Context: an optimization exercise on an open-source flow, tuned for small area, a short achievable clock period and few clock cycles per item. The choices shown serve that exercise and are no tape-out recipe. Where RTL was checked, it was by simulation tests only, not by an equivalence proof against the original. Power figures rest on the tool's default switching activity, not on a simulated workload.

## systolic_pe
module systolic_pe(
  clk, reset, cntrl,
  i_stb, o_stb, i_busy, o_busy,
  data_in, weight_in, acc_in,
  acc_out, data_out, weight_out
);
clock: 5.0 ns
lec_check: 0
cap_margin: 20
core_margin: 2
core_utilization: 40
setup_slack_margin: 1.5
slew_margin: 20
standard.sh (not shown) runs the stock make flow with config.mk's settings and CLKGATE_MAP_FILE= SYNTH_SCRIPT=/design/flow/synth_recipe.tcl, a recipe that flattens the netlist after the stock synthesis.
==> flow/flow/run.sh <==
#!/bin/bash
# The standard layout, with two changes: Yosys's synth runs without its quick
# internal abc pass (so the full adders extract without inverters; the final
# abc mapping still runs), and the port buffers are plain buffer cells.
set -euo pipefail
export SYNTH_ARGS="-noabc"
export BUFFER_PORTS_ARGS="-buffer_cell sky130_fd_sc_hd__buf_2"
bash standard.sh finish > standard_flow.log 2>&1
Rerun with:
--- a/flow/flow/run.sh
+++ b/flow/flow/run.sh
@@ -6,3 +6,4 @@
 export SYNTH_ARGS="-noabc"
 export BUFFER_PORTS_ARGS="-buffer_cell sky130_fd_sc_hd__buf_2"
+export CTS_ARGS="-sink_clustering_enable -repair_clock_nets -sink_clustering_size 30 -sink_clustering_max_diameter 200 -dont_use_dummy_load"
 bash standard.sh finish > standard_flow.log 2>&1
After rerunning:
- sequential share of layout area rises by 0.66 points
- register-to-register slack hardly moves
- total power falls by roughly a tenth
- worst setup slack stays flat
- design area falls slightly
- non-clock buffer count stays the same
- core utilization falls by 1.0 points
- combinational power is about the same
Rerun with:
==> flow/flow/run.sh (replaced) <==
#!/bin/bash
# The standard layout, with two changes: Yosys's synth runs without its quick
# internal abc pass (so the full adders extract without inverters; the final
# abc mapping still runs), and the port buffers are plain buffer cells.
set -euo pipefail
export SYNTH_ARGS="-noabc"
export BUFFER_PORTS_ARGS="-buffer_cell sky130_fd_sc_hd__buf_1"
export CTS_ARGS="-sink_clustering_enable -repair_clock_nets -dont_use_dummy_load"
bash standard.sh finish > standard_flow.log 2>&1
--- a/flow/config.mk
+++ b/flow/config.mk
@@ -8,5 +8,5 @@
 export CAP_MARGIN = 20
 export CORE_MARGIN = 2
-export CORE_UTILIZATION = 40
+export CORE_UTILIZATION = 55
 export SETUP_SLACK_MARGIN = 1.5
 export SLEW_MARGIN = 20
Final cell count falls by 7.3%; area after synthesis stays the same; wire length decreases by 8.8%; utilization climbs by 17 points; maximum frequency hardly moves; critical path depth came out lower by 1; count of clock-buffer cells in the layout does not change; worst setup slack loses 0.0085 ns; design area shrinks by 4.7%; total power is lower by 4.3%; synthesized cell count stays the same.
Rerun with:
--- a/flow/config.mk
+++ b/flow/config.mk
@@ -8,5 +8,5 @@
 export CAP_MARGIN = 20
 export CORE_MARGIN = 2
-export CORE_UTILIZATION = 55
+export CORE_UTILIZATION = 40
 export SETUP_SLACK_MARGIN = 1.5
 export SLEW_MARGIN = 20
Outcome: Via count rose by 0.72%. Synthesized cell count stays the same. Combinational power grows by about 5%.
Function was not checked in any run of this note: the RTL went through the layout flow alone.

========
== run 1 ==
systolic_pe again, from the RTL that the note above started with.
clock: 5.0 ns
lec_check: 0
cap_margin: 20
core_margin: 2
core_utilization: 40
setup_slack_margin: 0
slew_margin: 85
==> flow/flow/run.sh <==
#!/bin/bash
# The standard layout, with two changes: Yosys's synth runs without its quick
# internal abc pass (so the full adders extract without inverters; the final
# abc mapping still runs), and the port buffers are plain buffer cells.
set -euo pipefail
export SYNTH_ARGS="-noabc"
export BUFFER_PORTS_ARGS="-buffer_cell sky130_fd_sc_hd__buf_2"
bash standard.sh finish > standard_flow.log 2>&1
Run 1: done, clean on timing, DRC and antenna
#### Input delta (run 2 over run 1)
Settings: swapping 85 for 20 in SLEW_MARGIN; swapping 0 for 1.3 in SETUP_SLACK_MARGIN.
diff --git a/flow/flow/run.sh b/flow/flow/run.sh
--- a/flow/flow/run.sh
+++ b/flow/flow/run.sh
@@ -6,3 +6,4 @@
 export SYNTH_ARGS="-noabc"
-export BUFFER_PORTS_ARGS="-buffer_cell sky130_fd_sc_hd__buf_2"
+export BUFFER_PORTS_ARGS="-buffer_cell sky130_fd_sc_hd__buf_1"
+export CTS_ARGS="-sink_clustering_enable -repair_clock_nets -dont_use_dummy_load"
 bash standard.sh finish > standard_flow.log 2>&1
Clock latency on the worst-skew pair: run 2 vs run 1, no meaningful difference
From run 1 to run 2, setup TNS did not move at all.
Between run 2 and run 1, the largest net degree at the start of global routing is higher for run 2.
NOTE: relative area change from synthesis to final layout in run 2 falls short of that of run 1
On endpoint arrival time on the critical path: between run 2 and run 1, it ends up higher for run 1.
Synthesized cell count came out exactly the same in run 2 and run 1.
Run 2 against run 1: design area moved down, power went down.
[inputs] run 3 vs run 2
Settings: swapping 1.3 for 1.5 in SETUP_SLACK_MARGIN; putting ABC_AREA at 1 where nothing was set.
==> notes.md <==
Diff run 2 -> run 3: global routing met1 resource utilization decreased 1.4 points, number of vias in the routed layout now larger. Run 3 leaves more setup margin than run 2. Every run in the comparison, run 2 and run 3, completed the flow with a clean layout. Adder-cell share of the synthesized area (lower): run 3. Run 3 vs run 2: first-iteration DRC count up by more than 100%. Run 2 -> run 3: pin count of the biggest net entering global routing decreased by more than a quarter. In the reports for run 2 and run 3, the smaller number of ordinary and repair buffers in the finished layout belongs to run 2. Max combined global-route utilization of all metal layers across run 2 and run 3: run 3.
## Diff of input files: run 4 against run 3
Settings: clearing ABC_AREA, which used to be 1.
diff --git a/flow/flow/run.sh b/flow/flow/run.sh
--- a/flow/flow/run.sh
+++ b/flow/flow/run.sh
@@ -7,3 +7,3 @@
 export BUFFER_PORTS_ARGS="-buffer_cell sky130_fd_sc_hd__buf_1"
-export CTS_ARGS="-sink_clustering_enable -repair_clock_nets -dont_use_dummy_load"
+export CTS_ARGS="-sink_clustering_enable -repair_clock_nets -dont_use_dummy_load -buf_list sky130_fd_sc_hd__clkbuf_16 -sink_clustering_size 60 -sink_clustering_max_diameter 500"
 bash standard.sh finish > standard_flow.log 2>&1
==> notes.md <==
The run showing the smaller share of synthesized cell area in full adder, half adder and majority cells is run 3. When run 4 is measured against run 3, its proportion of synthesized chip area in sequential cells turns out 3.5 points higher. Compared with run 3, run 4 shows share of total power in the clock network higher by 6.2 points.
No run of this note included a check of the RTL's function; only the layout flow was run.

========
Another version of the RTL of systolic_pe (not shown whole).
For scale: about 59 flip-flops, about 100 I/O pins, about 0.0042 mm² of cells after synthesis.
Settings: LEC_CHECK=0, CAP_MARGIN=20, CORE_MARGIN=2, CORE_UTILIZATION=40, PLACE_DENSITY=0.8, SETUP_SLACK_MARGIN=1.5, SLEW_MARGIN=20; clock period 5.0 ns.
==> flow/flow/run.sh <==
#!/bin/bash
# The standard layout, with two changes: Yosys's synth runs without its quick
# internal abc pass (so the full adders extract without inverters; the final
# abc mapping still runs), and the port buffers are plain buffer cells.
set -euo pipefail
export SYNTH_ARGS="-noabc"
export BUFFER_PORTS_ARGS="-buffer_cell sky130_fd_sc_hd__buf_1"
export CTS_ARGS="-sink_clustering_enable -repair_clock_nets -dont_use_dummy_load"
bash standard.sh finish > standard_flow.log 2>&1
Testbench counts at the start, summed over its fixed seeds: cycles 2,056, items 2,048.
Edit:
--- a/flow/flow/run.sh
+++ b/flow/flow/run.sh
@@ -6,4 +6,3 @@
 export SYNTH_ARGS="-noabc"
-export BUFFER_PORTS_ARGS="-buffer_cell sky130_fd_sc_hd__buf_1"
-export CTS_ARGS="-sink_clustering_enable -repair_clock_nets -dont_use_dummy_load"
+export BUFFER_PORTS_ARGS="-buffer_cell sky130_fd_sc_hd__buf_2"
 bash standard.sh finish > standard_flow.log 2>&1
Settings changed: PLACE_DENSITY 0.8 to not set, SETUP_SLACK_MARGIN 1.5 to 0.
What happened:
- die area stays the same
- routed wire length shrinks slightly
- fmax shrinks by roughly a tenth
- combinational power shrinks by a few percent
- worst setup slack loses 0.34 ns
- global-route usage shrinks by 0.18 points
- cell area grows by a few percent
Edit:
==> flow/flow/run.sh (replaced) <==
#!/bin/bash
# The standard layout (standard.sh) with three changes:
# - Yosys's synth runs without its quick internal abc pass, so the full adders
#   are extracted without extra inverters; the final abc mapping still runs.
# - The port buffers are buf_1 cells; timing repair upsizes the critical ones.
# - Clock tree synthesis inserts no dummy loads.
# standard.sh writes each tool's log under orfs/logs; its own output goes to
# standard_flow.log here.
set -euo pipefail
export SYNTH_ARGS="-noabc"
export BUFFER_PORTS_ARGS="-buffer_cell sky130_fd_sc_hd__buf_1"
export CTS_ARGS="-sink_clustering_enable -repair_clock_nets -dont_use_dummy_load"
bash standard.sh finish > standard_flow.log 2>&1
Settings changed: SETUP_SLACK_MARGIN 0 to 1.5.
Sequential cell count does not change.
Maximum frequency rises by 9.9%.
Register-to-register slack is worse by 0.20 ns.
Via count falls by 1.4%.
Die area is unchanged.
Routed wire length rises by about 0.75%.
Clock power falls by about 40%.
Final area falls by 3.7%.
Edit:
==> flow/flow/run.sh (replaced) <==
#!/bin/bash
# The standard layout, with two changes: Yosys's synth runs without its quick
# internal abc pass (so the full adders extract without inverters; the final
# abc mapping still runs), and the port buffers are plain buffer cells.
set -euo pipefail
export SYNTH_ARGS="-noabc"
export BUFFER_PORTS_ARGS="-buffer_cell sky130_fd_sc_hd__buf_1"
export CTS_ARGS="-sink_clustering_enable -repair_clock_nets -dont_use_dummy_load"
bash standard.sh finish > standard_flow.log 2>&1
Settings changed: SETUP_SLACK_MARGIN 1.5 to 1.3.
The new run passed the timing, design-rule and antenna checks.
Clock skew goes down by 0.011 ns.
Maximum frequency fell by a few percent.
Sequential share of layout area rose by 0.33 points.
Cell count stays flat.
Area after synthesis does not change.
Sequential cell count does not change.

========
systolic_pe, a different RTL version from the one above (not shown whole).
Size in the first run: about 310 cells after synthesis, ~60 flip-flops, roughly 100 I/O pins, ~0.0042 mm^2 of cells after synthesis.
// systolic_pe
module systolic_pe(
  clk, reset, cntrl,
  i_stb, o_stb, i_busy, o_busy,
  data_in, weight_in, acc_in,
  acc_out, data_out, weight_out
);
Settings: LEC_CHECK=0, CAP_MARGIN=20, CORE_MARGIN=2, CORE_UTILIZATION=40, SETUP_SLACK_MARGIN=1.3, SLEW_MARGIN=20; clock period 5.0 ns.
==> flow/flow/run.sh <==
#!/bin/bash
# The standard layout, with two changes: Yosys's synth runs without its quick
# internal abc pass (so the full adders extract without inverters; the final
# abc mapping still runs), and the port buffers are plain buffer cells.
set -euo pipefail
export SYNTH_ARGS="-noabc"
export BUFFER_PORTS_ARGS="-buffer_cell sky130_fd_sc_hd__buf_1"
export CTS_ARGS="-sink_clustering_enable -repair_clock_nets -dont_use_dummy_load"
bash standard.sh finish > standard_flow.log 2>&1
The baseline went through all stages and came out clean.
Rerun with:
Settings changed: SETUP_SLACK_MARGIN 1.3 to 1.5.
What happened:
- core utilization increases by 0.17 points
- die area is unchanged
- final area increases by 0.36%
- total power hardly moves
- non-clock buffer count stays the same
- worst setup slack improves by 0.18 ns
- area after synthesis is unchanged
- wire length hardly moves
- clock skew barely changes
Function was not checked in any run of this note: the RTL went through the layout flow alone.

[afterwards: timing with drivers on the ports]
No port has a modelled driver above. Below, the same layouts with a new extraction and two added sets of constraints. Step 1 sets driving cells, clkbuf_16 on the clock port and buf_2 on the other inputs (assumed; they add their load-dependent delay and slew). Step 2 adds t to the input delays and takes it off the output delays; t is the mean of the earliest and latest rising clock arrival at the registers after step 1. Input paths then give back, and output paths get back, about the clock's delay inside the block. Three values: no drivers, after step 1, after step 2; two values: the first two.
| run | t (ns) | slack for setup (ns) | worst setup path after step 2 | slew at the worst register clock pin (ns) |
|---|---|---|---|---|
| the first run of note 1 | 0.354 | 1.523 / 1.499 / 1.145 | input to register | 0.08 / 0.08 |
| the second run of note 1 | 0.350 | 1.524 / 1.488 / 1.139 | input to register | 0.08 / 0.08 |
| the third run of note 1 | 0.339 | 1.516 / 1.525 / 1.186 | input to register | 0.06 / 0.06 |
| the fourth run of note 1 | 0.362 | 1.531 / 1.530 / 1.168 | input to register | 0.08 / 0.08 |
| run 1 | 0.358 | 0.510 / 0.516 / 0.158 | input to register | 0.08 / 0.08 |
| run 2 | 0.359 | 1.393 / 1.402 / 1.042 | input to register | 0.08 / 0.08 |
| run 3 | 0.360 | 1.474 / 1.484 / 1.123 | input to register | 0.06 / 0.06 |
| run 4 | 0.353 | 1.513 / 1.490 / 1.137 | input to register | 0.06 / 0.06 |
| the first run of note 3 | 0.360 | 1.570 / 1.579 / 1.219 | input to register | 0.08 / 0.08 |
| the second run of note 3 | 0.364 | 1.226 / 1.196 / 1.171 | input to register | 0.07 / 0.07 |
| the third run of note 3 | 0.362 | 1.566 / 1.579 / 1.217 | input to register | 0.08 / 0.08 |
| the fourth run of note 3 | 0.350 | 1.406 / 1.414 / 1.064 | input to register | 0.08 / 0.08 |
| the first run of note 4 | 0.356 | 1.388 / 1.395 / 1.039 | input to register | 0.07 / 0.07 |
| the second run of note 4 | 0.356 | 1.565 / 1.578 / 1.222 | input to register | 0.07 / 0.07 |
After both steps every run listed still meets setup and hold. The setup slack of the second run of note 1, which loses most, moves by -0.036 ns with the drivers and by -0.385 ns with both steps.
